From an optimization exercise on the open Yosys and OpenROAD flow, aimed at small area, a short achievable clock period and few clock cycles; shortcuts taken in it are not production practice. No functional check of the RTL was part of this run.

<file path="flow/design.v">
module stack_machine_mulchunk (
    input  [18:0] x,
    input  [4:0]  one,
    input  [4:0]  two,
    input  [4:0]  neg,
    input  [18:0] acc,
    input         first,
    input         s,
    input         n4next,
    output [28:0] msum
);
wire [19:0] xe = {x[18], x};
wire neg0 = neg[0];
wire one0 = one[0];
wire two0 = two[0];
wire w0_0 = ((one0 & xe[0]) | (two0 & 1'b0)) ^ neg0;
wire w0_1 = ((one0 & xe[1]) | (two0 & xe[0])) ^ neg0;
wire w0_2 = ((one0 & xe[2]) | (two0 & xe[1])) ^ neg0;
wire w0_3 = ((one0 & xe[3]) | (two0 & xe[2])) ^ neg0;
wire w0_4 = ((one0 & xe[4]) | (two0 & xe[3])) ^ neg0;
wire w0_5 = ((one0 & xe[5]) | (two0 & xe[4])) ^ neg0;
wire w0_6 = ((one0 & xe[6]) | (two0 & xe[5])) ^ neg0;
wire w0_7 = ((one0 & xe[7]) | (two0 & xe[6])) ^ neg0;
wire w0_8 = ((one0 & xe[8]) | (two0 & xe[7])) ^ neg0;
wire w0_9 = ((one0 & xe[9]) | (two0 & xe[8])) ^ neg0;
wire w0_10 = ((one0 & xe[10]) | (two0 & xe[9])) ^ neg0;
wire w0_11 = ((one0 & xe[11]) | (two0 & xe[10])) ^ neg0;
wire w0_12 = ((one0 & xe[12]) | (two0 & xe[11])) ^ neg0;
wire w0_13 = ((one0 & xe[13]) | (two0 & xe[12])) ^ neg0;
wire w0_14 = ((one0 & xe[14]) | (two0 & xe[13])) ^ neg0;
wire w0_15 = ((one0 & xe[15]) | (two0 & xe[14])) ^ neg0;
wire w0_16 = ((one0 & xe[16]) | (two0 & xe[15])) ^ neg0;
wire w0_17 = ((one0 & xe[17]) | (two0 & xe[16])) ^ neg0;
wire w0_18 = ((one0 & xe[18]) | (two0 & xe[17])) ^ neg0;
wire w0_19 = ((one0 & xe[19]) | (two0 & xe[18])) ^ neg0;
wire neg1 = neg[1];
wire one1 = one[1];
wire two1 = two[1];
wire w1_0 = ((one1 & xe[0]) | (two1 & 1'b0)) ^ neg1;
wire w1_1 = ((one1 & xe[1]) | (two1 & xe[0])) ^ neg1;
wire w1_2 = ((one1 & xe[2]) | (two1 & xe[1])) ^ neg1;
wire w1_3 = ((one1 & xe[3]) | (two1 & xe[2])) ^ neg1;
wire w1_4 = ((one1 & xe[4]) | (two1 & xe[3])) ^ neg1;
wire w1_5 = ((one1 & xe[5]) | (two1 & xe[4])) ^ neg1;
wire w1_6 = ((one1 & xe[6]) | (two1 & xe[5])) ^ neg1;
wire w1_7 = ((one1 & xe[7]) | (two1 & xe[6])) ^ neg1;
wire w1_8 = ((one1 & xe[8]) | (two1 & xe[7])) ^ neg1;
wire w1_9 = ((one1 & xe[9]) | (two1 & xe[8])) ^ neg1;
wire w1_10 = ((one1 & xe[10]) | (two1 & xe[9])) ^ neg1;
wire w1_11 = ((one1 & xe[11]) | (two1 & xe[10])) ^ neg1;
wire w1_12 = ((one1 & xe[12]) | (two1 & xe[11])) ^ neg1;
wire w1_13 = ((one1 & xe[13]) | (two1 & xe[12])) ^ neg1;
wire w1_14 = ((one1 & xe[14]) | (two1 & xe[13])) ^ neg1;
wire w1_15 = ((one1 & xe[15]) | (two1 & xe[14])) ^ neg1;
wire w1_16 = ((one1 & xe[16]) | (two1 & xe[15])) ^ neg1;
wire w1_17 = ((one1 & xe[17]) | (two1 & xe[16])) ^ neg1;
wire w1_18 = ((one1 & xe[18]) | (two1 & xe[17])) ^ neg1;
wire w1_19 = ((one1 & xe[19]) | (two1 & xe[18])) ^ neg1;
wire neg2 = neg[2];
wire one2 = one[2];
wire two2 = two[2];
wire w2_0 = ((one2 & xe[0]) | (two2 & 1'b0)) ^ neg2;
wire w2_1 = ((one2 & xe[1]) | (two2 & xe[0])) ^ neg2;
wire w2_2 = ((one2 & xe[2]) | (two2 & xe[1])) ^ neg2;
wire w2_3 = ((one2 & xe[3]) | (two2 & xe[2])) ^ neg2;
wire w2_4 = ((one2 & xe[4]) | (two2 & xe[3])) ^ neg2;
wire w2_5 = ((one2 & xe[5]) | (two2 & xe[4])) ^ neg2;
wire w2_6 = ((one2 & xe[6]) | (two2 & xe[5])) ^ neg2;
wire w2_7 = ((one2 & xe[7]) | (two2 & xe[6])) ^ neg2;
wire w2_8 = ((one2 & xe[8]) | (two2 & xe[7])) ^ neg2;
wire w2_9 = ((one2 & xe[9]) | (two2 & xe[8])) ^ neg2;
wire w2_10 = ((one2 & xe[10]) | (two2 & xe[9])) ^ neg2;
wire w2_11 = ((one2 & xe[11]) | (two2 & xe[10])) ^ neg2;
wire w2_12 = ((one2 & xe[12]) | (two2 & xe[11])) ^ neg2;
wire w2_13 = ((one2 & xe[13]) | (two2 & xe[12])) ^ neg2;
wire w2_14 = ((one2 & xe[14]) | (two2 & xe[13])) ^ neg2;
wire w2_15 = ((one2 & xe[15]) | (two2 & xe[14])) ^ neg2;
wire w2_16 = ((one2 & xe[16]) | (two2 & xe[15])) ^ neg2;
wire w2_17 = ((one2 & xe[17]) | (two2 & xe[16])) ^ neg2;
wire w2_18 = ((one2 & xe[18]) | (two2 & xe[17])) ^ neg2;
wire w2_19 = ((one2 & xe[19]) | (two2 & xe[18])) ^ neg2;
wire neg3 = neg[3];
wire one3 = one[3];
wire two3 = two[3];
wire w3_0 = ((one3 & xe[0]) | (two3 & 1'b0)) ^ neg3;
wire w3_1 = ((one3 & xe[1]) | (two3 & xe[0])) ^ neg3;
wire w3_2 = ((one3 & xe[2]) | (two3 & xe[1])) ^ neg3;
wire w3_3 = ((one3 & xe[3]) | (two3 & xe[2])) ^ neg3;
wire w3_4 = ((one3 & xe[4]) | (two3 & xe[3])) ^ neg3;
wire w3_5 = ((one3 & xe[5]) | (two3 & xe[4])) ^ neg3;
wire w3_6 = ((one3 & xe[6]) | (two3 & xe[5])) ^ neg3;
wire w3_7 = ((one3 & xe[7]) | (two3 & xe[6])) ^ neg3;
wire w3_8 = ((one3 & xe[8]) | (two3 & xe[7])) ^ neg3;
wire w3_9 = ((one3 & xe[9]) | (two3 & xe[8])) ^ neg3;
wire w3_10 = ((one3 & xe[10]) | (two3 & xe[9])) ^ neg3;
wire w3_11 = ((one3 & xe[11]) | (two3 & xe[10])) ^ neg3;
wire w3_12 = ((one3 & xe[12]) | (two3 & xe[11])) ^ neg3;
wire w3_13 = ((one3 & xe[13]) | (two3 & xe[12])) ^ neg3;
wire w3_14 = ((one3 & xe[14]) | (two3 & xe[13])) ^ neg3;
wire w3_15 = ((one3 & xe[15]) | (two3 & xe[14])) ^ neg3;
wire w3_16 = ((one3 & xe[16]) | (two3 & xe[15])) ^ neg3;
wire w3_17 = ((one3 & xe[17]) | (two3 & xe[16])) ^ neg3;
wire w3_18 = ((one3 & xe[18]) | (two3 & xe[17])) ^ neg3;
wire w3_19 = ((one3 & xe[19]) | (two3 & xe[18])) ^ neg3;
wire neg4 = neg[4];
wire one4 = one[4];
wire two4 = two[4];
wire w4_0 = ((one4 & xe[0]) | (two4 & 1'b0)) ^ neg4;
wire w4_1 = ((one4 & xe[1]) | (two4 & xe[0])) ^ neg4;
wire w4_2 = ((one4 & xe[2]) | (two4 & xe[1])) ^ neg4;
wire w4_3 = ((one4 & xe[3]) | (two4 & xe[2])) ^ neg4;
wire w4_4 = ((one4 & xe[4]) | (two4 & xe[3])) ^ neg4;
wire w4_5 = ((one4 & xe[5]) | (two4 & xe[4])) ^ neg4;
wire w4_6 = ((one4 & xe[6]) | (two4 & xe[5])) ^ neg4;
wire w4_7 = ((one4 & xe[7]) | (two4 & xe[6])) ^ neg4;
wire w4_8 = ((one4 & xe[8]) | (two4 & xe[7])) ^ neg4;
wire w4_9 = ((one4 & xe[9]) | (two4 & xe[8])) ^ neg4;
wire w4_10 = ((one4 & xe[10]) | (two4 & xe[9])) ^ neg4;
wire w4_11 = ((one4 & xe[11]) | (two4 & xe[10])) ^ neg4;
wire w4_12 = ((one4 & xe[12]) | (two4 & xe[11])) ^ neg4;
wire w4_13 = ((one4 & xe[13]) | (two4 & xe[12])) ^ neg4;
wire w4_14 = ((one4 & xe[14]) | (two4 & xe[13])) ^ neg4;
wire w4_15 = ((one4 & xe[15]) | (two4 & xe[14])) ^ neg4;
wire w4_16 = ((one4 & xe[16]) | (two4 & xe[15])) ^ neg4;
wire w4_17 = ((one4 & xe[17]) | (two4 & xe[16])) ^ neg4;
wire w4_18 = ((one4 & xe[18]) | (two4 & xe[17])) ^ neg4;
wire w4_19 = ((one4 & xe[19]) | (two4 & xe[18])) ^ neg4;
wire [28:0] kc = 29'd358088704;
wire [7:0] rnd = 8'd128 - {7'd0, s};
wire [28:0] arow = {kc[28], kc[27], kc[26], kc[25], kc[24], kc[23], kc[22], kc[21], kc[20], (first ? kc[19] : ~acc[18]), (first ? n4next : acc[18]), (~first & acc[17]), (~first & acc[16]), (~first & acc[15]), (~first & acc[14]), (~first & acc[13]), (~first & acc[12]), (~first & acc[11]), (~first & acc[10]), (~first & acc[9]), (first ? neg[4] : acc[8]), (first ? rnd[7] : acc[7]), (first ? rnd[6] : acc[6]), (first ? rnd[5] : acc[5]), (first ? rnd[4] : acc[4]), (first ? rnd[3] : acc[3]), (first ? rnd[2] : acc[2]), (first ? rnd[1] : acc[1]), (first ? rnd[0] : acc[0])};
wire t1 = w0_4 ^ w1_2;
wire t2 = w0_4 & w1_2;
wire t3 = w0_5 ^ w1_3;
wire t4 = w0_5 & w1_3;
wire t5 = w0_6 ^ w1_4 ^ w2_2;
wire t6 = (w0_6 & w1_4) | (w0_6 & w2_2) | (w1_4 & w2_2);
wire t7 = w3_0 ^ neg3;
wire t8 = w3_0 & neg3;
wire t9 = w0_7 ^ w1_5 ^ w2_3;
wire t10 = (w0_7 & w1_5) | (w0_7 & w2_3) | (w1_5 & w2_3);
wire t11 = w3_1 ^ arow[7];
wire t12 = w3_1 & arow[7];
wire t13 = w0_8 ^ w1_6 ^ w2_4;
wire t14 = (w0_8 & w1_6) | (w0_8 & w2_4) | (w1_6 & w2_4);
wire t15 = w3_2 ^ w4_0 ^ arow[8];
wire t16 = (w3_2 & w4_0) | (w3_2 & arow[8]) | (w4_0 & arow[8]);
wire t17 = w0_9 ^ w1_7 ^ w2_5;
wire t18 = (w0_9 & w1_7) | (w0_9 & w2_5) | (w1_7 & w2_5);
wire t19 = w3_3 ^ w4_1 ^ arow[9];
wire t20 = (w3_3 & w4_1) | (w3_3 & arow[9]) | (w4_1 & arow[9]);
wire t21 = w0_10 ^ w1_8 ^ w2_6;
wire t22 = (w0_10 & w1_8) | (w0_10 & w2_6) | (w1_8 & w2_6);
wire t23 = w3_4 ^ w4_2 ^ arow[10];
wire t24 = (w3_4 & w4_2) | (w3_4 & arow[10]) | (w4_2 & arow[10]);
wire t25 = w0_11 ^ w1_9 ^ w2_7;
wire t26 = (w0_11 & w1_9) | (w0_11 & w2_7) | (w1_9 & w2_7);
wire t27 = w3_5 ^ w4_3 ^ arow[11];
wire t28 = (w3_5 & w4_3) | (w3_5 & arow[11]) | (w4_3 & arow[11]);
wire t29 = w0_12 ^ w1_10 ^ w2_8;
wire t30 = (w0_12 & w1_10) | (w0_12 & w2_8) | (w1_10 & w2_8);
wire t31 = w3_6 ^ w4_4 ^ arow[12];
wire t32 = (w3_6 & w4_4) | (w3_6 & arow[12]) | (w4_4 & arow[12]);
wire t33 = w0_13 ^ w1_11 ^ w2_9;
wire t34 = (w0_13 & w1_11) | (w0_13 & w2_9) | (w1_11 & w2_9);
wire t35 = w3_7 ^ w4_5 ^ arow[13];
wire t36 = (w3_7 & w4_5) | (w3_7 & arow[13]) | (w4_5 & arow[13]);
wire t37 = w0_14 ^ w1_12 ^ w2_10;
wire t38 = (w0_14 & w1_12) | (w0_14 & w2_10) | (w1_12 & w2_10);
wire t39 = w3_8 ^ w4_6 ^ arow[14];
wire t40 = (w3_8 & w4_6) | (w3_8 & arow[14]) | (w4_6 & arow[14]);
wire t41 = w0_15 ^ w1_13 ^ w2_11;
wire t42 = (w0_15 & w1_13) | (w0_15 & w2_11) | (w1_13 & w2_11);
wire t43 = w3_9 ^ w4_7 ^ arow[15];
wire t44 = (w3_9 & w4_7) | (w3_9 & arow[15]) | (w4_7 & arow[15]);
wire t45 = w0_16 ^ w1_14 ^ w2_12;
wire t46 = (w0_16 & w1_14) | (w0_16 & w2_12) | (w1_14 & w2_12);
wire t47 = w3_10 ^ w4_8 ^ arow[16];
wire t48 = (w3_10 & w4_8) | (w3_10 & arow[16]) | (w4_8 & arow[16]);
wire t49 = w0_17 ^ w1_15 ^ w2_13;
wire t50 = (w0_17 & w1_15) | (w0_17 & w2_13) | (w1_15 & w2_13);
wire t51 = w3_11 ^ w4_9 ^ arow[17];
wire t52 = (w3_11 & w4_9) | (w3_11 & arow[17]) | (w4_9 & arow[17]);
wire t53 = w0_18 ^ w1_16 ^ w2_14;
wire t54 = (w0_18 & w1_16) | (w0_18 & w2_14) | (w1_16 & w2_14);
wire t55 = w3_12 ^ w4_10 ^ arow[18];
wire t56 = (w3_12 & w4_10) | (w3_12 & arow[18]) | (w4_10 & arow[18]);
wire t57 = ~w0_19 ^ w1_17 ^ w2_15;
wire t58 = (~w0_19 & w1_17) | (~w0_19 & w2_15) | (w1_17 & w2_15);
wire t59 = w3_13 ^ w4_11 ^ arow[19];
wire t60 = (w3_13 & w4_11) | (w3_13 & arow[19]) | (w4_11 & arow[19]);
wire t61 = w1_18 ^ w2_16 ^ w3_14;
wire t62 = (w1_18 & w2_16) | (w1_18 & w3_14) | (w2_16 & w3_14);
wire t63 = w4_12 ^ arow[20];
wire t64 = w4_12 & arow[20];
wire t65 = ~w1_19 ^ w2_17 ^ w3_15;
wire t66 = (~w1_19 & w2_17) | (~w1_19 & w3_15) | (w2_17 & w3_15);
wire t67 = w4_13 ^ arow[21];
wire t68 = w4_13 & arow[21];
wire t69 = w2_18 ^ w3_16 ^ w4_14;
wire t70 = (w2_18 & w3_16) | (w2_18 & w4_14) | (w3_16 & w4_14);
wire t71 = ~w2_19 ^ w3_17;
wire t72 = ~w2_19 & w3_17;
wire t73 = w0_2 ^ w1_0;
wire t74 = w0_2 & w1_0;
wire t75 = w0_3 ^ w1_1;
wire t76 = w0_3 & w1_1;
wire t77 = w2_0 ^ neg2 ^ arow[4];
wire t78 = (w2_0 & neg2) | (w2_0 & arow[4]) | (neg2 & arow[4]);
wire t79 = w2_1 ^ arow[5] ^ t2;
wire t80 = (w2_1 & arow[5]) | (w2_1 & t2) | (arow[5] & t2);
wire t81 = arow[6] ^ t4 ^ t5;
wire t82 = (arow[6] & t4) | (arow[6] & t5) | (t4 & t5);
wire t83 = t6 ^ t8 ^ t9;
wire t84 = (t6 & t8) | (t6 & t9) | (t8 & t9);
wire t85 = t10 ^ t12 ^ t13;
wire t86 = (t10 & t12) | (t10 & t13) | (t12 & t13);
wire t87 = t14 ^ t16 ^ t17;
wire t88 = (t14 & t16) | (t14 & t17) | (t16 & t17);
wire t89 = t18 ^ t20 ^ t21;
wire t90 = (t18 & t20) | (t18 & t21) | (t20 & t21);
wire t91 = t22 ^ t24 ^ t25;
wire t92 = (t22 & t24) | (t22 & t25) | (t24 & t25);
wire t93 = t26 ^ t28 ^ t29;
wire t94 = (t26 & t28) | (t26 & t29) | (t28 & t29);
wire t95 = t30 ^ t32 ^ t33;
wire t96 = (t30 & t32) | (t30 & t33) | (t32 & t33);
wire t97 = t34 ^ t36 ^ t37;
wire t98 = (t34 & t36) | (t34 & t37) | (t36 & t37);
wire t99 = t38 ^ t40 ^ t41;
wire t100 = (t38 & t40) | (t38 & t41) | (t40 & t41);
wire t101 = t42 ^ t44 ^ t45;
wire t102 = (t42 & t44) | (t42 & t45) | (t44 & t45);
wire t103 = t46 ^ t48 ^ t49;
wire t104 = (t46 & t48) | (t46 & t49) | (t48 & t49);
wire t105 = t50 ^ t52 ^ t53;
wire t106 = (t50 & t52) | (t50 & t53) | (t52 & t53);
wire t107 = t54 ^ t56 ^ t57;
wire t108 = (t54 & t56) | (t54 & t57) | (t56 & t57);
wire t109 = t58 ^ t60 ^ t61;
wire t110 = (t58 & t60) | (t58 & t61) | (t60 & t61);
wire t111 = t62 ^ t64 ^ t65;
wire t112 = (t62 & t64) | (t62 & t65) | (t64 & t65);
wire t113 = arow[22] ^ t66 ^ t68;
wire t114 = (arow[22] & t66) | (arow[22] & t68) | (t66 & t68);
wire t115 = w4_15 ^ arow[23] ^ t70;
wire t116 = (w4_15 & arow[23]) | (w4_15 & t70) | (arow[23] & t70);
wire t117 = w3_18 ^ w4_16 ^ arow[24];
wire t118 = (w3_18 & w4_16) | (w3_18 & arow[24]) | (w4_16 & arow[24]);
wire t119 = ~w3_19 ^ w4_17;
wire t120 = ~w3_19 & w4_17;
wire t121 = w0_0 ^ neg0;
wire t122 = w0_0 & neg0;
wire t123 = w0_1 ^ arow[1];
wire t124 = w0_1 & arow[1];
wire t125 = neg1 ^ arow[2] ^ t73;
wire t126 = (neg1 & arow[2]) | (neg1 & t73) | (arow[2] & t73);
wire t127 = arow[3] ^ t74 ^ t75;
wire t128 = (arow[3] & t74) | (arow[3] & t75) | (t74 & t75);
wire t129 = t1 ^ t76 ^ t77;
wire t130 = (t1 & t76) | (t1 & t77) | (t76 & t77);
wire t131 = t3 ^ t78 ^ t79;
wire t132 = (t3 & t78) | (t3 & t79) | (t78 & t79);
wire t133 = t7 ^ t80 ^ t81;
wire t134 = (t7 & t80) | (t7 & t81) | (t80 & t81);
wire t135 = t11 ^ t82 ^ t83;
wire t136 = (t11 & t82) | (t11 & t83) | (t82 & t83);
wire t137 = t15 ^ t84 ^ t85;
wire t138 = (t15 & t84) | (t15 & t85) | (t84 & t85);
wire t139 = t19 ^ t86 ^ t87;
wire t140 = (t19 & t86) | (t19 & t87) | (t86 & t87);
wire t141 = t23 ^ t88 ^ t89;
wire t142 = (t23 & t88) | (t23 & t89) | (t88 & t89);
wire t143 = t27 ^ t90 ^ t91;
wire t144 = (t27 & t90) | (t27 & t91) | (t90 & t91);
wire t145 = t31 ^ t92 ^ t93;
wire t146 = (t31 & t92) | (t31 & t93) | (t92 & t93);
wire t147 = t35 ^ t94 ^ t95;
wire t148 = (t35 & t94) | (t35 & t95) | (t94 & t95);
wire t149 = t39 ^ t96 ^ t97;
wire t150 = (t39 & t96) | (t39 & t97) | (t96 & t97);
wire t151 = t43 ^ t98 ^ t99;
wire t152 = (t43 & t98) | (t43 & t99) | (t98 & t99);
wire t153 = t47 ^ t100 ^ t101;
wire t154 = (t47 & t100) | (t47 & t101) | (t100 & t101);
wire t155 = t51 ^ t102 ^ t103;
wire t156 = (t51 & t102) | (t51 & t103) | (t102 & t103);
wire t157 = t55 ^ t104 ^ t105;
wire t158 = (t55 & t104) | (t55 & t105) | (t104 & t105);
wire t159 = t59 ^ t106 ^ t107;
wire t160 = (t59 & t106) | (t59 & t107) | (t106 & t107);
wire t161 = t63 ^ t108 ^ t109;
wire t162 = (t63 & t108) | (t63 & t109) | (t108 & t109);
wire t163 = t67 ^ t110 ^ t111;
wire t164 = (t67 & t110) | (t67 & t111) | (t110 & t111);
wire t165 = t69 ^ t112 ^ t113;
wire t166 = (t69 & t112) | (t69 & t113) | (t112 & t113);
wire t167 = t71 ^ t114 ^ t115;
wire t168 = (t71 & t114) | (t71 & t115) | (t114 & t115);
wire t169 = t72 ^ t116 ^ t117;
wire t170 = (t72 & t116) | (t72 & t117) | (t116 & t117);
wire t171 = arow[25] ^ t118 ^ t119;
wire t172 = (arow[25] & t118) | (arow[25] & t119) | (t118 & t119);
wire t173 = w4_18 ^ arow[26] ^ t120;
wire t174 = (w4_18 & arow[26]) | (w4_18 & t120) | (arow[26] & t120);
wire t175 = ~w4_19 ^ arow[27];
wire t176 = ~w4_19 & arow[27];
wire [28:0] ra = {arow[28], t174, t172, t170, t168, t166, t164, t162, t160, t158, t156, t154, t152, t150, t148, t146, t144, t142, t140, t138, t136, t134, t132, t130, t128, t126, t124, t122, arow[0]};
wire [28:0] rb = {t176, t175, t173, t171, t169, t167, t165, t163, t161, t159, t157, t155, t153, t151, t149, t147, t145, t143, t141, t139, t137, t135, t133, t131, t129, t127, t125, t123, t121};
assign msum = ra + rb;
endmodule
module stack_machine (
    clk,
    rst,
    start,
    ready,
    x_input,
    y_output,
    skip_pixel,
    output_queue_index,
    output_queue_get,
    output_queue_length,
    output_queue_data_out,
    output_queue_ready
);
input clk;
input rst;
input      start;
output     ready;
input      [9:0] x_input;
output reg [8:0] y_output;
output reg       skip_pixel;
output     [5:0]  output_queue_index;
output reg        output_queue_get;
input      [6:0]  output_queue_length;
input      [19:0] output_queue_data_out;
input             output_queue_ready;
localparam NS = 10;               
localparam [18:0] VMAX = 19'h3ffff;
localparam [18:0] VMIN = 19'h40000;
localparam [4:0] ST_IDLE  = 5'd0,
                 ST_RUN   = 4'd1,
                 ST_FIN   = 4'd2,
                 ST_SINIT = 4'd3,
                 ST_TSCAN = 4'd4,
                 ST_ROOTS = 4'd5,
                 ST_DN    = 4'd6,
                 ST_FS1   = 4'd7,
                 ST_FS2   = 4'd8,
                 ST_UPB   = 4'd9,
                 ST_UPS   = 4'd10,
                 ST_FS3   = 4'd11,
                 ST_SWAP  = 4'd12,
                 ST_OPX   = 4'd13,
                 ST_OPW   = 4'd14,
                 ST_ROOT  = 4'd15,
                 ST_DEC   = 5'd16,
                 ST_DEC3  = 5'd17,
                 ST_UPA   = 5'd18;
localparam [1:0] U_MUL = 2'd0, U_POW = 2'd1, U_DIV = 2'd2;
reg  [4:0]  state;
reg         rdy;
reg  [18:0] S [0:NS-1];
reg  [3:0]  dp;                   
reg  [6:0]  c;                    
reg         pend;                 
reg         rv;                   
reg         u_busy;
reg  [1:0]  u_kind;
reg  [3:0]  u_cnt;
reg         u_wb;                 
reg  [10:0] pw;                   
reg         byp;                  
reg  [18:0] acc;                  
reg  [18:0] rem;                  
reg  [1:0]  ml;                   
reg  [9:0]  mlo;                  
reg         dsign;
reg         dovf;
reg  [6:0]  cnt;
reg  [6:0]  q;
reg  [6:0]  sq;
reg  [6:0]  sr;
wire [18:0] S0 = S[0];
wire [18:0] S1 = S[1];
assign ready = rdy;
assign output_queue_index = f[5:0];
wire [9:0]  xr  = x_input;
wire [6:0]  xm  = {1'b0, xr[9:6], 2'b0} + {1'b0, xr[5:0]};
reg  [4:0]  xmq;
reg  [2:0]  xb;
always @(*) begin
    case (xm)
        7'd0: begin xmq = 5'd0; xb = 3'd0; end
        7'd1: begin xmq = 5'd0; xb = 3'd1; end
        7'd2: begin xmq = 5'd0; xb = 3'd2; end
        7'd3: begin xmq = 5'd0; xb = 3'd3; end
        7'd4: begin xmq = 5'd0; xb = 3'd4; end
        7'd5: begin xmq = 5'd1; xb = 3'd0; end
        7'd6: begin xmq = 5'd1; xb = 3'd1; end
        7'd7: begin xmq = 5'd1; xb = 3'd2; end
        7'd8: begin xmq = 5'd1; xb = 3'd3; end
        7'd9: begin xmq = 5'd1; xb = 3'd4; end
        7'd10: begin xmq = 5'd2; xb = 3'd0; end
        7'd11: begin xmq = 5'd2; xb = 3'd1; end
        7'd12: begin xmq = 5'd2; xb = 3'd2; end
        7'd13: begin xmq = 5'd2; xb = 3'd3; end
        7'd14: begin xmq = 5'd2; xb = 3'd4; end
        7'd15: begin xmq = 5'd3; xb = 3'd0; end
        7'd16: begin xmq = 5'd3; xb = 3'd1; end
        7'd17: begin xmq = 5'd3; xb = 3'd2; end
        7'd18: begin xmq = 5'd3; xb = 3'd3; end
        7'd19: begin xmq = 5'd3; xb = 3'd4; end
        7'd20: begin xmq = 5'd4; xb = 3'd0; end
        7'd21: begin xmq = 5'd4; xb = 3'd1; end
        7'd22: begin xmq = 5'd4; xb = 3'd2; end
        7'd23: begin xmq = 5'd4; xb = 3'd3; end
        7'd24: begin xmq = 5'd4; xb = 3'd4; end
        7'd25: begin xmq = 5'd5; xb = 3'd0; end
        7'd26: begin xmq = 5'd5; xb = 3'd1; end
        7'd27: begin xmq = 5'd5; xb = 3'd2; end
        7'd28: begin xmq = 5'd5; xb = 3'd3; end
        7'd29: begin xmq = 5'd5; xb = 3'd4; end
        7'd30: begin xmq = 5'd6; xb = 3'd0; end
        7'd31: begin xmq = 5'd6; xb = 3'd1; end
        7'd32: begin xmq = 5'd6; xb = 3'd2; end
        7'd33: begin xmq = 5'd6; xb = 3'd3; end
        7'd34: begin xmq = 5'd6; xb = 3'd4; end
        7'd35: begin xmq = 5'd7; xb = 3'd0; end
        7'd36: begin xmq = 5'd7; xb = 3'd1; end
        7'd37: begin xmq = 5'd7; xb = 3'd2; end
        7'd38: begin xmq = 5'd7; xb = 3'd3; end
        7'd39: begin xmq = 5'd7; xb = 3'd4; end
        7'd40: begin xmq = 5'd8; xb = 3'd0; end
        7'd41: begin xmq = 5'd8; xb = 3'd1; end
        7'd42: begin xmq = 5'd8; xb = 3'd2; end
        7'd43: begin xmq = 5'd8; xb = 3'd3; end
        7'd44: begin xmq = 5'd8; xb = 3'd4; end
        7'd45: begin xmq = 5'd9; xb = 3'd0; end
        7'd46: begin xmq = 5'd9; xb = 3'd1; end
        7'd47: begin xmq = 5'd9; xb = 3'd2; end
        7'd48: begin xmq = 5'd9; xb = 3'd3; end
        7'd49: begin xmq = 5'd9; xb = 3'd4; end
        7'd50: begin xmq = 5'd10; xb = 3'd0; end
        7'd51: begin xmq = 5'd10; xb = 3'd1; end
        7'd52: begin xmq = 5'd10; xb = 3'd2; end
        7'd53: begin xmq = 5'd10; xb = 3'd3; end
        7'd54: begin xmq = 5'd10; xb = 3'd4; end
        7'd55: begin xmq = 5'd11; xb = 3'd0; end
        7'd56: begin xmq = 5'd11; xb = 3'd1; end
        7'd57: begin xmq = 5'd11; xb = 3'd2; end
        7'd58: begin xmq = 5'd11; xb = 3'd3; end
        7'd59: begin xmq = 5'd11; xb = 3'd4; end
        7'd60: begin xmq = 5'd12; xb = 3'd0; end
        7'd61: begin xmq = 5'd12; xb = 3'd1; end
        7'd62: begin xmq = 5'd12; xb = 3'd2; end
        7'd63: begin xmq = 5'd12; xb = 3'd3; end
        7'd64: begin xmq = 5'd12; xb = 3'd4; end
        7'd65: begin xmq = 5'd13; xb = 3'd0; end
        7'd66: begin xmq = 5'd13; xb = 3'd1; end
        7'd67: begin xmq = 5'd13; xb = 3'd2; end
        7'd68: begin xmq = 5'd13; xb = 3'd3; end
        7'd69: begin xmq = 5'd13; xb = 3'd4; end
        7'd70: begin xmq = 5'd14; xb = 3'd0; end
        7'd71: begin xmq = 5'd14; xb = 3'd1; end
        7'd72: begin xmq = 5'd14; xb = 3'd2; end
        7'd73: begin xmq = 5'd14; xb = 3'd3; end
        7'd74: begin xmq = 5'd14; xb = 3'd4; end
        7'd75: begin xmq = 5'd15; xb = 3'd0; end
        7'd76: begin xmq = 5'd15; xb = 3'd1; end
        7'd77: begin xmq = 5'd15; xb = 3'd2; end
        7'd78: begin xmq = 5'd15; xb = 3'd3; end
        7'd79: begin xmq = 5'd15; xb = 3'd4; end
        7'd80: begin xmq = 5'd16; xb = 3'd0; end
        7'd81: begin xmq = 5'd16; xb = 3'd1; end
        7'd82: begin xmq = 5'd16; xb = 3'd2; end
        7'd83: begin xmq = 5'd16; xb = 3'd3; end
        7'd84: begin xmq = 5'd16; xb = 3'd4; end
        7'd85: begin xmq = 5'd17; xb = 3'd0; end
        7'd86: begin xmq = 5'd17; xb = 3'd1; end
        7'd87: begin xmq = 5'd17; xb = 3'd2; end
        7'd88: begin xmq = 5'd17; xb = 3'd3; end
        7'd89: begin xmq = 5'd17; xb = 3'd4; end
        7'd90: begin xmq = 5'd18; xb = 3'd0; end
        7'd91: begin xmq = 5'd18; xb = 3'd1; end
        7'd92: begin xmq = 5'd18; xb = 3'd2; end
        7'd93: begin xmq = 5'd18; xb = 3'd3; end
        7'd94: begin xmq = 5'd18; xb = 3'd4; end
        7'd95: begin xmq = 5'd19; xb = 3'd0; end
        7'd96: begin xmq = 5'd19; xb = 3'd1; end
        7'd97: begin xmq = 5'd19; xb = 3'd2; end
        7'd98: begin xmq = 5'd19; xb = 3'd3; end
        7'd99: begin xmq = 5'd19; xb = 3'd4; end
        7'd100: begin xmq = 5'd20; xb = 3'd0; end
        7'd101: begin xmq = 5'd20; xb = 3'd1; end
        7'd102: begin xmq = 5'd20; xb = 3'd2; end
        7'd103: begin xmq = 5'd20; xb = 3'd3; end
        7'd104: begin xmq = 5'd20; xb = 3'd4; end
        7'd105: begin xmq = 5'd21; xb = 3'd0; end
        7'd106: begin xmq = 5'd21; xb = 3'd1; end
        7'd107: begin xmq = 5'd21; xb = 3'd2; end
        7'd108: begin xmq = 5'd21; xb = 3'd3; end
        7'd109: begin xmq = 5'd21; xb = 3'd4; end
        7'd110: begin xmq = 5'd22; xb = 3'd0; end
        7'd111: begin xmq = 5'd22; xb = 3'd1; end
        7'd112: begin xmq = 5'd22; xb = 3'd2; end
        7'd113: begin xmq = 5'd22; xb = 3'd3; end
        7'd114: begin xmq = 5'd22; xb = 3'd4; end
        7'd115: begin xmq = 5'd23; xb = 3'd0; end
        7'd116: begin xmq = 5'd23; xb = 3'd1; end
        7'd117: begin xmq = 5'd23; xb = 3'd2; end
        7'd118: begin xmq = 5'd23; xb = 3'd3; end
        7'd119: begin xmq = 5'd23; xb = 3'd4; end
        7'd120: begin xmq = 5'd24; xb = 3'd0; end
        7'd121: begin xmq = 5'd24; xb = 3'd1; end
        7'd122: begin xmq = 5'd24; xb = 3'd2; end
        7'd123: begin xmq = 5'd24; xb = 3'd3; end
        default: begin xmq = 5'd0; xb = 3'd0; end
    endcase
end
wire [7:0]  xa  = {2'b0, xr[9:6], 2'b0} + {1'b0, xr[9:6], 3'b0} + {3'd0, xmq};
wire [3:0]  xt  = {xb, xr < 10'd320};
reg  [5:0]  xlo;
always @(*) begin
    case (xt)
        4'b0000: xlo = 6'd0;   4'b0001: xlo = 6'd0;
        4'b0010: xlo = 6'd12;  4'b0011: xlo = 6'd13;
        4'b0100: xlo = 6'd25;  4'b0101: xlo = 6'd26;
        4'b0110: xlo = 6'd38;  4'b0111: xlo = 6'd39;
        4'b1000: xlo = 6'd51;  4'b1001: xlo = 6'd52;
        default: xlo = 6'd0;
    endcase
end
wire [12:0] xhi = {5'd0, xa} - 13'd64;
wire [18:0] X   = {xhi, xlo};
wire [19:0] qd     = output_queue_data_out;
wire        it_op  = qd[19] & (qd[2:0] != 3'd6);
wire [2:0]  opc    = qd[2:0];
wire [18:0] pv     = qd[19] ? X : qd[18:0];
wire [19:0] sum   = {S1[18], S1} + {S0[18], S0};
wire [19:0] dif   = {S1[18], S1} - {S0[18], S0};
wire [18:0] r_add = (sum[19] != sum[18]) ? (sum[19] ? VMIN : VMAX) : sum[18:0];
wire [18:0] r_sub = (dif[19] != dif[18]) ? (dif[19] ? VMIN : VMAX) : dif[18:0];
function [14:0] bdec;            
    input [10:0] b;
    integer j;
    begin
        for (j = 0; j < 5; j = j + 1) begin
            bdec[10 + j] = b[2*j+2];
            bdec[5 + j]  = (b[2*j+2] & ~b[2*j+1] & ~b[2*j]) | (~b[2*j+2] & b[2*j+1] & b[2*j]);
            bdec[j]      = b[2*j+1] ^ b[2*j];
        end
    end
endfunction
reg  [14:0] bsel;
reg         xs_s1;
wire [28:0] msum;
wire [18:0] r_mul;
wire [18:0] mraw  = {acc[6:0], mlo, ml};
wire [18:0] mx    = xs_s1 ? S1 : byp ? mraw : S0;
stack_machine_mulchunk mulchunk (
    .x     (mx),
    .one   (bsel[4:0]),
    .two   (bsel[9:5]),
    .neg   (bsel[14:10]),
    .acc   (acc),
    .first (~u_cnt[0]),
    .s     (mx[18] ^ S1[18]),
    .n4next(S1[18]),
    .msum  (msum)
);
wire        m_hi  = ~acc[18] & (acc[17:6] != 12'd0);
wire        m_lo  =  acc[18] & (acc[17:6] != 12'hfff);
assign      r_mul = m_hi ? VMAX : m_lo ? VMIN : mraw;
wire [18:0] aS0 = S0[18] ? -S0 : S0;
wire [18:0] aS1 = S1[18] ? -S1 : S1;
wire [19:0] d1  = {rem, S1[18]} - {1'b0, S0};
wire        q1  = ~d1[19];
wire [19:0] d2a = {d1[18:0], S1[17]} - {1'b0, S0};
wire [19:0] d2b = {rem[17:0], S1[18], S1[17]} - {1'b0, S0};
wire        q2  = q1 ? ~d2a[19] : ~d2b[19];
wire [18:0] r2  = q1 ? (~d2a[19] ? d2a[18:0] : {d1[17:0], S1[17]}) :
                       (~d2b[19] ? d2b[18:0] : {rem[16:0], S1[18], S1[17]});
wire [18:0] r_div = dovf ? (dsign ? VMIN : VMAX) : (dsign ? -{1'b0, S1[17:0]} : {1'b0, S1[17:0]});
wire        [18:0] s0v = (dp == 4'd0) ? 19'd0 : S0;
wire signed [24:0] sx  = {{6{s0v[18]}}, s0v};
wire signed [24:0] yr  = 25'sd61440 + {17'd0, s0v[7:0]} - (sx <<< 4) - (sx <<< 2);
wire               yskip = yr[24] | (yr >= 25'sd123136);
wire [6:0] L = output_queue_length;
wire [6:0] fp1 = f + 7'd1;
wire [6:0] fm1 = f - 7'd1;
wire [6:0] cmp_a = (state == ST_UPS) ? sq : q;
wire [6:0] cmp_c = (state == ST_FS2) ? sr : (state == ST_FS3) ? sq : q;
wire [8:0] cmp_d = {2'b0, cmp_a} + {2'b0, f} - {1'b0, cmp_c, 1'b0} - ((state == ST_UPS) ? 9'd2 : 9'd0);
wire       cmp_le = cmp_d[8] | (cmp_d == 9'd0);
wire       cmp_ge = ~cmp_d[8];
localparam [3:0] MV_HOLD = 0, MV_PUSH = 1, MV_POP = 2, MV_DRAIN = 3, MV_SWAP = 4,
                 MV_SET0 = 5, MV_COPY = 6, MV_DIVA = 7, MV_DIVS = 8, MV_XFIX = 9,
                 MV_PP = 10;      
reg  [3:0]  mv;
reg  [18:0] res;
reg  [4:0]  state_n;
reg         get_n;
reg  [6:0]  f_n;
reg  [6:0]  f;                    
reg         pend_n;
reg         u_busy_n;
reg         ex;                   
reg         ex_done;              
reg         exo;                  
reg         wbnext;               
reg         ustart;               
reg  [1:0]  ustart_kind;
reg         skip_set;
reg         slow;
reg         s0sm;                 
reg         s0pw;                 
wire        dz = u_busy & (u_kind == U_DIV) & ~u_wb & (u_cnt == 4'd0) & (S0 == 19'd0);
always @(*) begin
    slow = (state != ST_RUN);
    ex   = ((state == ST_RUN) & pend & ~u_busy) |
           ((state == ST_DN) & rv & ~it_op) | ((state == ST_OPX) & rv);
    mv          = MV_HOLD;
    res         = r_add;
    ustart      = 1'b0;
    ustart_kind = U_MUL;
    ex_done     = 1'b0;
    skip_set    = 1'b0;
    state_n     = state;
    exo    = 1'b0;
    wbnext = u_busy & ~u_wb &
             ((u_kind == U_DIV) ? (u_cnt == 4'd8) : (u_cnt[0] & ~(u_kind == U_POW && pw > 11'd2)));
    if (u_busy) begin
        if (u_wb) begin
            if (u_kind == U_DIV) begin
                mv  = MV_POP;
                res = r_div;
            end else if (u_kind == U_POW && pw[10:1] == 10'd0) begin
                res = pw[0] ? S0 : 19'd256;
                mv  = MV_POP;
            end else begin
                res = r_mul;
                mv  = MV_POP;
            end
        end else if (byp) begin
            res = r_mul;
            mv  = MV_SET0;
        end else if (u_kind == U_DIV) begin
            mv = MV_DIVS;
            if (dz) begin
                skip_set = 1'b1;
                state_n  = ST_IDLE;
            end
        end
    end
    if ((state == ST_RUN) && pend && u_busy && u_wb && mv == MV_POP && !it_op) begin
        exo = 1'b1;
        mv  = MV_PP;
    end
    if (ex) begin
        if (!it_op) begin
            if (!slow && dp == NS) begin
                state_n = ST_SINIT;
            end else begin
                mv = MV_PUSH;
                ex_done = 1'b1;
            end
        end else if (dp < 4'd2) begin
            state_n = ST_FIN;
        end else begin
            case (opc)
                3'd0: begin mv = MV_POP; res = r_add; ex_done = 1'b1; end
                3'd1: begin mv = MV_POP; res = r_sub; ex_done = 1'b1; end
                3'd2: begin ustart = 1'b1; ustart_kind = U_MUL; end
                3'd3: begin
                    mv = MV_DIVA;
                    ustart = 1'b1; ustart_kind = U_DIV;
                end
                3'd4: begin
                    if (s0sm) begin
                        if (S0[8]) mv = MV_DRAIN;
                        else begin mv = MV_POP; res = 19'd256; end
                        ex_done = 1'b1;
                    end else begin
                        mv = MV_COPY;
                        ustart = 1'b1; ustart_kind = U_POW;
                    end
                end
                default: begin mv = MV_POP; res = r_sub; ex_done = 1'b1; end
            endcase
        end
    end
    if (state == ST_FIN && dp > 4'd1) mv = MV_DRAIN;
    if (state == ST_SWAP) mv = MV_SWAP;
    if (state == ST_ROOT && sq != 7'd0) mv = MV_DRAIN;
end
always @(*) begin
    if (ustart) u_busy_n = 1'b1;
    else if (dz) u_busy_n = 1'b0;
    else if (u_busy && u_wb) u_busy_n = 1'b0;
    else u_busy_n = u_busy;
end
integer k;
reg [18:0] s1b;
always @(*) begin
    case (mv)
        MV_PUSH, MV_SWAP:  s1b = S0;
        MV_POP, MV_DRAIN:  s1b = S[2];
        MV_PP:             s1b = res;
        MV_DIVA:           s1b = {aS1[9:0], 9'd0};
        default:           s1b = S1;
    endcase
end
reg nxt_hi;
always @(*) begin
    if (ustart)
        nxt_hi = (ustart_kind == U_MUL && !s0pw) || (ustart_kind == U_POW && s0pw);
    else
        nxt_hi = u_busy && !u_wb && u_kind != U_DIV && !u_cnt[0] && !(byp && (m_hi || m_lo));
end
always @(posedge clk) begin
    case (mv)
        MV_PUSH: begin
            S[0] <= pv;
            S[1] <= S0;
            for (k = 2; k < NS; k = k + 1) S[k] <= S[k-1];
        end
        MV_POP: begin
            S[0] <= res;
            for (k = 1; k < NS - 1; k = k + 1) S[k] <= S[k+1];
        end
        MV_DRAIN: begin
            for (k = 0; k < NS - 1; k = k + 1) S[k] <= S[k+1];
        end
        MV_SWAP: begin
            S[0] <= S1;
            S[1] <= S0;
        end
        MV_SET0: S[0] <= res;
        MV_PP: begin
            S[0] <= pv;
            S[1] <= res;
        end
        MV_COPY: S[0] <= S1;
        MV_DIVA: begin
            S[0] <= aS0;
            S[1] <= {aS1[9:0], 9'd0};
        end
        MV_DIVS: S[1] <= {S1[16:0], q1, q2};
        default: ;
    endcase
    begin : s0flags
        reg sm_n, pw_n;
        sm_n = s0sm;
        pw_n = s0pw;
        case (mv)
            MV_PUSH, MV_PP: begin
                sm_n = ~qd[19] & (qd[18:9] == 10'd0);
                pw_n = ~qd[19] & (qd[18:9] != 10'd0);
            end
            MV_HOLD, MV_DIVS: ;
            default: begin
                sm_n = 1'b0;
                pw_n = 1'b0;
            end
        endcase
        s0sm  <= sm_n;
        s0pw  <= pw_n;
        xs_s1 <= ~u_busy_n & pw_n;
    end
    bsel <= nxt_hi ? bdec({s1b[18], s1b[18:9]}) : bdec({s1b[9:0], 1'b0});
    case (mv)
        MV_PUSH:           dp <= dp + 4'd1;
        MV_POP, MV_DRAIN:  dp <= dp - 4'd1;
        default: ;
    endcase
    u_busy <= u_busy_n;
    if (ustart) begin
        u_kind <= ustart_kind;
        u_cnt  <= 4'd0;
        u_wb   <= 1'b0;
        byp    <= 1'b0;
        if ((ustart_kind == U_MUL && !s0pw) || (ustart_kind == U_POW && s0pw)) begin
            acc   <= msum[28:10];
            ml    <= msum[9:8];
            u_cnt <= 4'd1;
        end
        if (ustart_kind == U_POW) begin
            pw   <= S0[18:8];
            u_wb <= (S0[18:9] == 10'd0);
        end
        if (ustart_kind == U_DIV) begin
            rem   <= {10'd0, aS1[18:10]};
            dsign <= S0[18] ^ S1[18];
        end
    end else if (u_busy) begin
        if (u_wb) begin
            u_wb  <= 1'b0;
            u_cnt <= 4'd0;
        end else if (u_kind == U_DIV) begin
            if (u_cnt == 4'd0) dovf <= (rem >= S0);
            rem   <= r2;
            u_cnt <= dz ? 4'd0 : u_cnt + 4'd1;
            if (u_cnt == 4'd8) u_wb <= 1'b1;
        end else if (!u_cnt[0]) begin
            if (!(byp && (m_hi || m_lo))) begin
                acc   <= msum[28:10];
                ml    <= msum[9:8];
                u_cnt <= 4'd1;
            end
            byp   <= 1'b0;
        end else begin
            acc   <= msum[28:10];
            mlo   <= msum[9:0];
            u_cnt <= 4'd0;
            if (u_kind == U_POW && pw > 11'd2) begin
                byp <= 1'b1;
                pw  <= pw - 11'd1;
            end else u_wb <= 1'b1;
        end
    end
    if (skip_set) skip_pixel <= 1'b1;
    if (state == ST_FIN && dp <= 4'd1) begin
        skip_pixel <= yskip;
        y_output   <= yr[16:8];
    end
    if (state == ST_IDLE || state == ST_SINIT) dp <= 4'd0;
    if (rst) begin
        u_busy <= 1'b0;
        u_wb   <= 1'b0;
        u_cnt  <= 4'd0;
        byp    <= 1'b0;
        dp     <= 4'd0;
    end
end
always @(posedge clk) begin
    rv   <= output_queue_get;
    rdy  <= 1'b0;
    output_queue_get <= 1'b0;
    case (state)
        ST_IDLE: begin
            rdy <= 1'b1;
            output_queue_get   <= 1'b1;
            f <= 7'd0;
            if (start) begin
                c    <= 7'd0;
                pend <= 1'b1;
                rdy  <= 1'b0;
                if (L == 7'd0) begin
                    state <= ST_FIN;
                    output_queue_get <= 1'b0;
                end else begin
                    state <= ST_RUN;
                    f <= 7'd1;
                    output_queue_get   <= (L > 7'd1);
                end
            end
        end
        ST_RUN: begin
            begin : run_blk
                reg p_n;
                reg [6:0] fn;
                reg [6:0] cn;
                p_n = output_queue_get | (pend & ~ex & ~exo);
                fn  = f + {6'd0, output_queue_get};
                cn  = c + {6'd0, ex | exo};
                pend <= p_n;
                f    <= fn;
                c    <= cn;
                output_queue_get   <= (fn < L) & (~p_n | ~u_busy_n |
                                      (~output_queue_get & pend & ~ex & ~it_op & wbnext));
                if (state_n != ST_RUN) begin
                    state <= state_n;
                    output_queue_get <= 1'b0;
                    if (state_n == ST_IDLE) begin
                        rdy <= 1'b1;
                        output_queue_get   <= 1'b1;
                                    f <= 7'd0;
                    end
                end else if ((ex_done && cn == L) ||
                             (u_busy && !u_busy_n && cn == L)) begin
                    state <= ST_FIN;
                    output_queue_get <= 1'b0;
                end
            end
        end
        ST_FIN: begin
            if (dp <= 4'd1) begin
                state <= ST_IDLE;
                rdy   <= 1'b1;
                output_queue_get   <= 1'b1;
                    f <= 7'd0;
            end
        end
        ST_SINIT: begin
            f   <= 7'd0;
            cnt <= 7'd0;
            if (L == 7'd0) begin
                c <= 7'd0;
                state <= ST_ROOTS;
            end else begin
                output_queue_get <= 1'b1;
                state <= ST_TSCAN;
            end
        end
        ST_TSCAN: if (rv) begin
            if (it_op && cnt < 7'd2) begin
                c <= f;
                state <= ST_ROOTS;
            end else begin
                cnt <= it_op ? cnt - 7'd1 : cnt + 7'd1;
                f   <= fp1;
                if (fp1 == L) begin
                    c <= L;
                    state <= ST_ROOTS;
                end else output_queue_get <= 1'b1;
            end
        end
        ST_ROOTS: begin
            if (c == 7'd0) state <= ST_FIN;
            else begin
                f <= c;
                state <= ST_DEC;
            end
        end
        ST_DEC: begin
            f <= fm1;
            q <= fm1;
            output_queue_get <= 1'b1;
            state <= ST_DN;
        end
        ST_DEC3: begin
            f   <= fm1;
            cnt <= 7'd1;
            output_queue_get <= 1'b1;
            state <= ST_FS3;
        end
        ST_DN: if (rv) begin
            if (!it_op) begin
                sq <= f;
                state <= ST_UPB;
            end else begin
                f   <= fm1;
                cnt <= 7'd1;
                output_queue_get <= 1'b1;
                state <= ST_FS1;
            end
        end
        ST_FS1, ST_FS2, ST_FS3: if (rv) begin
            begin : fs_blk
                reg [6:0] cn;
                cn = it_op ? cnt + 7'd1 : cnt - 7'd1;
                if (cn != 7'd0) begin
                    cnt <= cn;
                    f   <= fm1;
                    output_queue_get <= 1'b1;
                end else if (state == ST_FS1) begin
                    sr  <= f;
                    f   <= fm1;
                    cnt <= 7'd1;
                    output_queue_get <= 1'b1;
                    state <= ST_FS2;
                end else if (state == ST_FS2) begin
                    f <= cmp_le ? sr : q;
                    state <= ST_DEC;
                end else begin
                    if (cmp_ge) begin
                        f <= sq;
                        state <= ST_DEC;
                    end else begin
                        q  <= sr;
                        sq <= f;
                        f  <= sr;
                        output_queue_get <= 1'b1;
                        state <= ST_OPX;
                    end
                end
            end
        end
        ST_UPB: begin
            f   <= q;
            cnt <= 7'd0;
            state <= ST_UPA;
        end
        ST_UPA: begin
            if (fp1 == c) state <= ST_ROOT;
            else begin
                f <= fp1;
                output_queue_get <= 1'b1;
                state <= ST_UPS;
            end
        end
        ST_UPS: if (rv) begin
            if (it_op && cnt == 7'd0) begin
                sr <= f;
                f  <= sq;
                state <= ST_DEC3;
            end else if (it_op && cnt == 7'd1) begin
                sr <= f;
                if (cmp_le) state <= ST_DEC;
                else begin
                    q <= f;
                    output_queue_get <= 1'b1;
                    state <= ST_SWAP;
                end
            end else begin
                cnt <= it_op ? cnt - 7'd1 : cnt + 7'd1;
                state <= ST_UPA;
            end
        end
        ST_SWAP: state <= ST_OPX;
        ST_OPX: if (rv) begin
            if (state_n == ST_IDLE) begin
                state <= ST_IDLE;
                rdy   <= 1'b1;
                output_queue_get   <= 1'b1;
                    f <= 7'd0;
            end else if (ustart) state <= ST_OPW;
            else state <= ST_UPB;
        end
        ST_OPW: begin
            if (dz) begin
                state <= ST_IDLE;
                rdy   <= 1'b1;
                output_queue_get   <= 1'b1;
                    f <= 7'd0;
            end else if (!u_busy_n) state <= ST_UPB;
        end
        ST_ROOT: begin
            if (sq == 7'd0) state <= ST_FIN;
            else begin
                f <= sq;
                state <= ST_DEC;
            end
        end
        default: state <= ST_IDLE;
    endcase
    if (rst) begin
        state <= ST_IDLE;
        rdy   <= 1'b1;
        output_queue_get <= 1'b1;
        pend  <= 1'b0;
        f     <= 7'd0;
    end
end
endmodule
</file>
<file path="flow/run.sh">
#!/bin/bash
# synth_recipe.tcl (not shown) runs the flow's synth.tcl, then flattens the netlist and writes it again
# the make line also repeats each setting of config.mk as NAME=value (left out here)
make -C /OpenROAD-flow-scripts/flow DESIGN_CONFIG=/design/flow/config.mk WORK_HOME=/design/flow/orfs CLKGATE_MAP_FILE= SYNTH_SCRIPT=/design/flow/synth_recipe.tcl finish
</file>
<file path="flow/config.mk">
export PLATFORM = sky130hd
export DESIGN_NAME = stack_machine
export DESIGN_NICKNAME = stack_machine
export VERILOG_FILES = /design/flow/design.v
export SDC_FILE = /design/flow/constraint.sdc
export NUM_CORES = 4
export LEC_CHECK = 0
export CAP_MARGIN = 20
export CORE_MARGIN = 2
export CORE_UTILIZATION = 40
export SETUP_SLACK_MARGIN = 2.0
export SLEW_MARGIN = 20
</file>
<file path="flow/constraint.sdc">
create_clock -name core_clock -period 7.0 [get_ports {clk}]
set_input_delay 1.4000 -clock core_clock [delete_from_list [all_inputs] [get_ports {clk}]]
set_output_delay 1.4000 -clock core_clock [all_outputs]
set_load 0.01 [all_outputs]
</file>
==> results.txt <==
fill count=8573; setup ws final=1.60 ns; io pins=59; first-pass GRT wire length=~200 mm; #FFs+latches synth=around 350; crit path max fanout=8; syn_area_per_cell=8.18 sq um; Vias/cell=6.09; Clock Tree Buf Depth=3; DR pass1 iterations=8; Slew HR=25.0%; RSZ-0062 raised after global routing=yes; largest cells by area after synthesis=edfxtp_1 (25%), ha_1 (9.0%), nand2_1 (7.1%); largest area contributor in the netlist=edfxtp_1; Clock Skew=roughly 0.025 ns; top-count cell post-synth=nand2_1; WHS=0.448 ns; Worst Hold Class=reg -> reg; initial core utilization=between 40% and 50%; Total Die Area=around 92000 sq um; # clock sinks=around 350; Cell Area, Synth=between 30000 and 40000 sq um; Final ANT Viol Nets=0; num rows=roughly 110; worst hold path depth=0; Die Width=between 300 and 400 um; CTS root buf=clkbuf_16; worst r2r path cells=22; Critical Path AT=5.76 ns; number of buffers created by CTS=42; Slew Limit Fails=0; DRC=0; Post-CTS Hold Fix Bufs=0; Final nets=between 4000 and 5000; Core Area=88400 sq um; antenna cells=0; number of max-cap violations=0; CTS tree=done; largest net degree at the start of global routing=roughly 120; final worst-path cycle share=77.2%; Main synth FF type=edfxtp_1; hpwl dp=92.8 mm; IO Port Bufs=57; post-route setup TNS=0 ns; crit path kind=reg -> reg; GRT Util Overall=27.4%; syn_nets=~4700; DR vias=34700; clock slew at reported path FFs=0.06 ns; initial antenna violation count=3; async set-or-reset flop fraction in the synthesized netlist=0%; CP Launch Type=flop; fmax=185 MHz; Final Hold Viols=0; Yosys top cell area share=25.3%; Clk Latency, worst-skew pair=0.61 ns; Tmin final=5.40 ns; Area Overhead vs Synth=19.7%; vias in the first global route=between 30000 and 40000; EDFF count, synth=301; worst-margin pin slew=1.11 ns; grt total ovfl=0; Yosys cell types=97; sequential area share after synthesis=27.8%; top post-synthesis cells by count=nand2_1 (673), a21oi_1 (314), edfxtp_1 (301), nor2_1 (299), inv_1 (280); Critical Path End Type=flop; final setup fails=0; GPL Wtd Cong=between 1 and 1.5; H-Tree Depth=2; total wire length=129 mm; synthesized instance count=between 4000 and 5000; outcome=no timing/DRC/antenna violations; share of post-route cells with drive strength above 1=about 16%; average wire per standard cell=about 23 um; first-iteration detailed-routing DRC count=3694; Place WS=0.666 ns; synth warn=2; worst endpoint required time=between 7 and 8 ns; Die Y=303 um
==> registers in the layout, indices dropped and copies added, names as in the netlist, 7 cells and up <==
name and flops:
rem 19, sq 7, y_output 9, cnt 7
mlo 10, acc 19, S 190, pw 11
bsel 15, f 7, sr 7, q 7
c 7
==> cells in the final DEF (no fill, tap or decap), types with 25 or more instances in the layout <==
| cell | Yosys | final |
|---|---|---|
| fa_1 | 90 | 87 |
| a22oi_1 | 108 | 90 |
| nand2b_1 | 42 | 41 |
| xnor2_1 | 207 | 194 |
| edfxtp_1 | 301 | 301 |
| ha_1 | 258 | 233 |
| mux2i_1 | 80 | 54 |
| a21oi_2 | 0 | 30 |
| nor4_1 | 29 | 26 |
| a31oi_1 | 45 | 40 |
| buf_4 | 6 | 259 |
| nand2_1 | 673 | 663 |
| a21oi_1 | 314 | 279 |
| nand3_1 | 80 | 78 |
| a211oi_1 | 57 | 52 |
| o21a_1 | 49 | 49 |
| xor2_1 | 109 | 106 |
| nor2_1 | 299 | 288 |
| o22ai_1 | 49 | 48 |
| o21ai_0 | 234 | 213 |
| o211ai_1 | 40 | 40 |
| nor3_1 | 112 | 103 |
| nor2b_1 | 47 | 43 |
| a21o_1 | 46 | 45 |
| clkdlybuf4s50_1 | 0 | 46 |
| a221oi_1 | 33 | 33 |
| inv_1 | 280 | 261 |
| and2_1 | 29 | 25 |
| dfxtp_1 | 44 | 34 |
| or3_1 | 31 | 28 |
| clkbuf_16 | 0 | 42 |
==> per-stage QoR <==
stage	area, sq um	utilization (%)	cells
final	42700	48.4	5704
after global routing	42700	48.4	5704
after CTS	41400	46.8	5647
after detailed placement	38100	43.1	5465
after global placement	38100	43.1	5465
after floorplan	36000	-	4360
==> area by class of cell <==
cell class / count / area (sq um) / share of cell area [%]
clock inverter: 28 / 305 / 0.714
tap: 1165 / 1460 / 3.41
timing repair buffer: 361 / 3250 / 7.61
inverter: 286 / 1110 / 2.59
clock buffer: 49 / 1090 / 2.54
multi-input combinational: 3470 / 25600 / 59.9
sequential: 345 / 9940 / 23.3
==> worst paths after layout <==
check | start | to | slack [ns]
max | byp | acc[16] | 1.60
min reg2reg | S[8][12] | S[9][12] | 0.45
max reg2reg | byp | acc[16] | 1.60
min | S[8][12] | S[9][12] | 0.45
==> what timing repair did <==
item                       CTS  global route
gates cloned                 7             1
setup endpoints to repair  112           115
gates resized for setup    189           198
buffers inserted            98            56
pin swaps                   64           110
==> critical path, cell delays in order (launching register included) <==
cell and delay, ns:
dfxtp_4 0.42, buf_12 0.18, mux2i_4 0.26, o21ai_4 0.10, buf_6 0.15, a22oi_2 0.21
xnor2_2 0.10, fa_1 0.51, inv_1 0.05, fa_1 0.47, inv_1 0.05, fa_1 0.51
inv_2 0.05, ha_4 0.23, a21oi_4 0.14, nor2b_4 0.07, a31o_4 0.22, o211ai_1 0.28
a41oi_2 0.23, o41ai_4 0.42, o21ai_1 0.11, and2_4 0.15, o31a_1 0.23
==> metal layers <==
| layer | track usage (%) | wire length, um | part of all wire (%) | vias up |
|---|---|---|---|---|
| met5 | 0 | 13 | 0.010 | - |
| li1 | - | - | - | 16000 |
| met2 | 42.1 | 56700 | 44 | 1547 |
| met3 | 5.30 | 11600 | 8.9 | 329 |
| met1 | 37.4 | 54800 | 42 | 16800 |
| met4 | 11.7 | 6260 | 4.8 | 2 |
==> kinds of logic (layout without fill, tap and decap cells) <==
logic type | after synthesis | count (layout) | share of synthesized area [%]
AND/OR/NAND/NOR | 1466 | 1467 | 18.7
AO/OA/AOI/OAI | 1220 | 1220 | 22.4
buffers and inverters | 547 | 724 | 5.87
adder cells (fa/ha/maj) | 364 | 364 | 14.5
flip-flops | 345 | 345 | 27.8
XOR/XNOR | 316 | 317 | 7.76
multiplexers | 102 | 102 | 3.00

-- static timing again, ports no longer ideal --
Ports are ideal in the flow. The routed layout listed here was re-timed in OpenROAD.
Step 1 sets driving cells, clkbuf_16 on the clock port and buf_2 on the other inputs (assumed; they add their load-dependent delay and slew).
Step 2 also shifts input and output timing later by t, the mid clock arrival at the registers, as if the neighbouring blocks saw the same clock.
a / b / c = ideal / step 1 / step 2; a / b = the first two.
t (ns): 0.669
slack for setup (ns): 1.599 / 1.599 / 1.405
hold WS [ns]: 0.448 / 0.448 / 0.448
worst data-port slew with drivers (ns): 0.07
pins driven straight from the clock port: 1
After both steps setup and hold are still met in this run. The setup slack of this run moves by 0.000 ns with the drivers and by -0.194 ns with both steps.
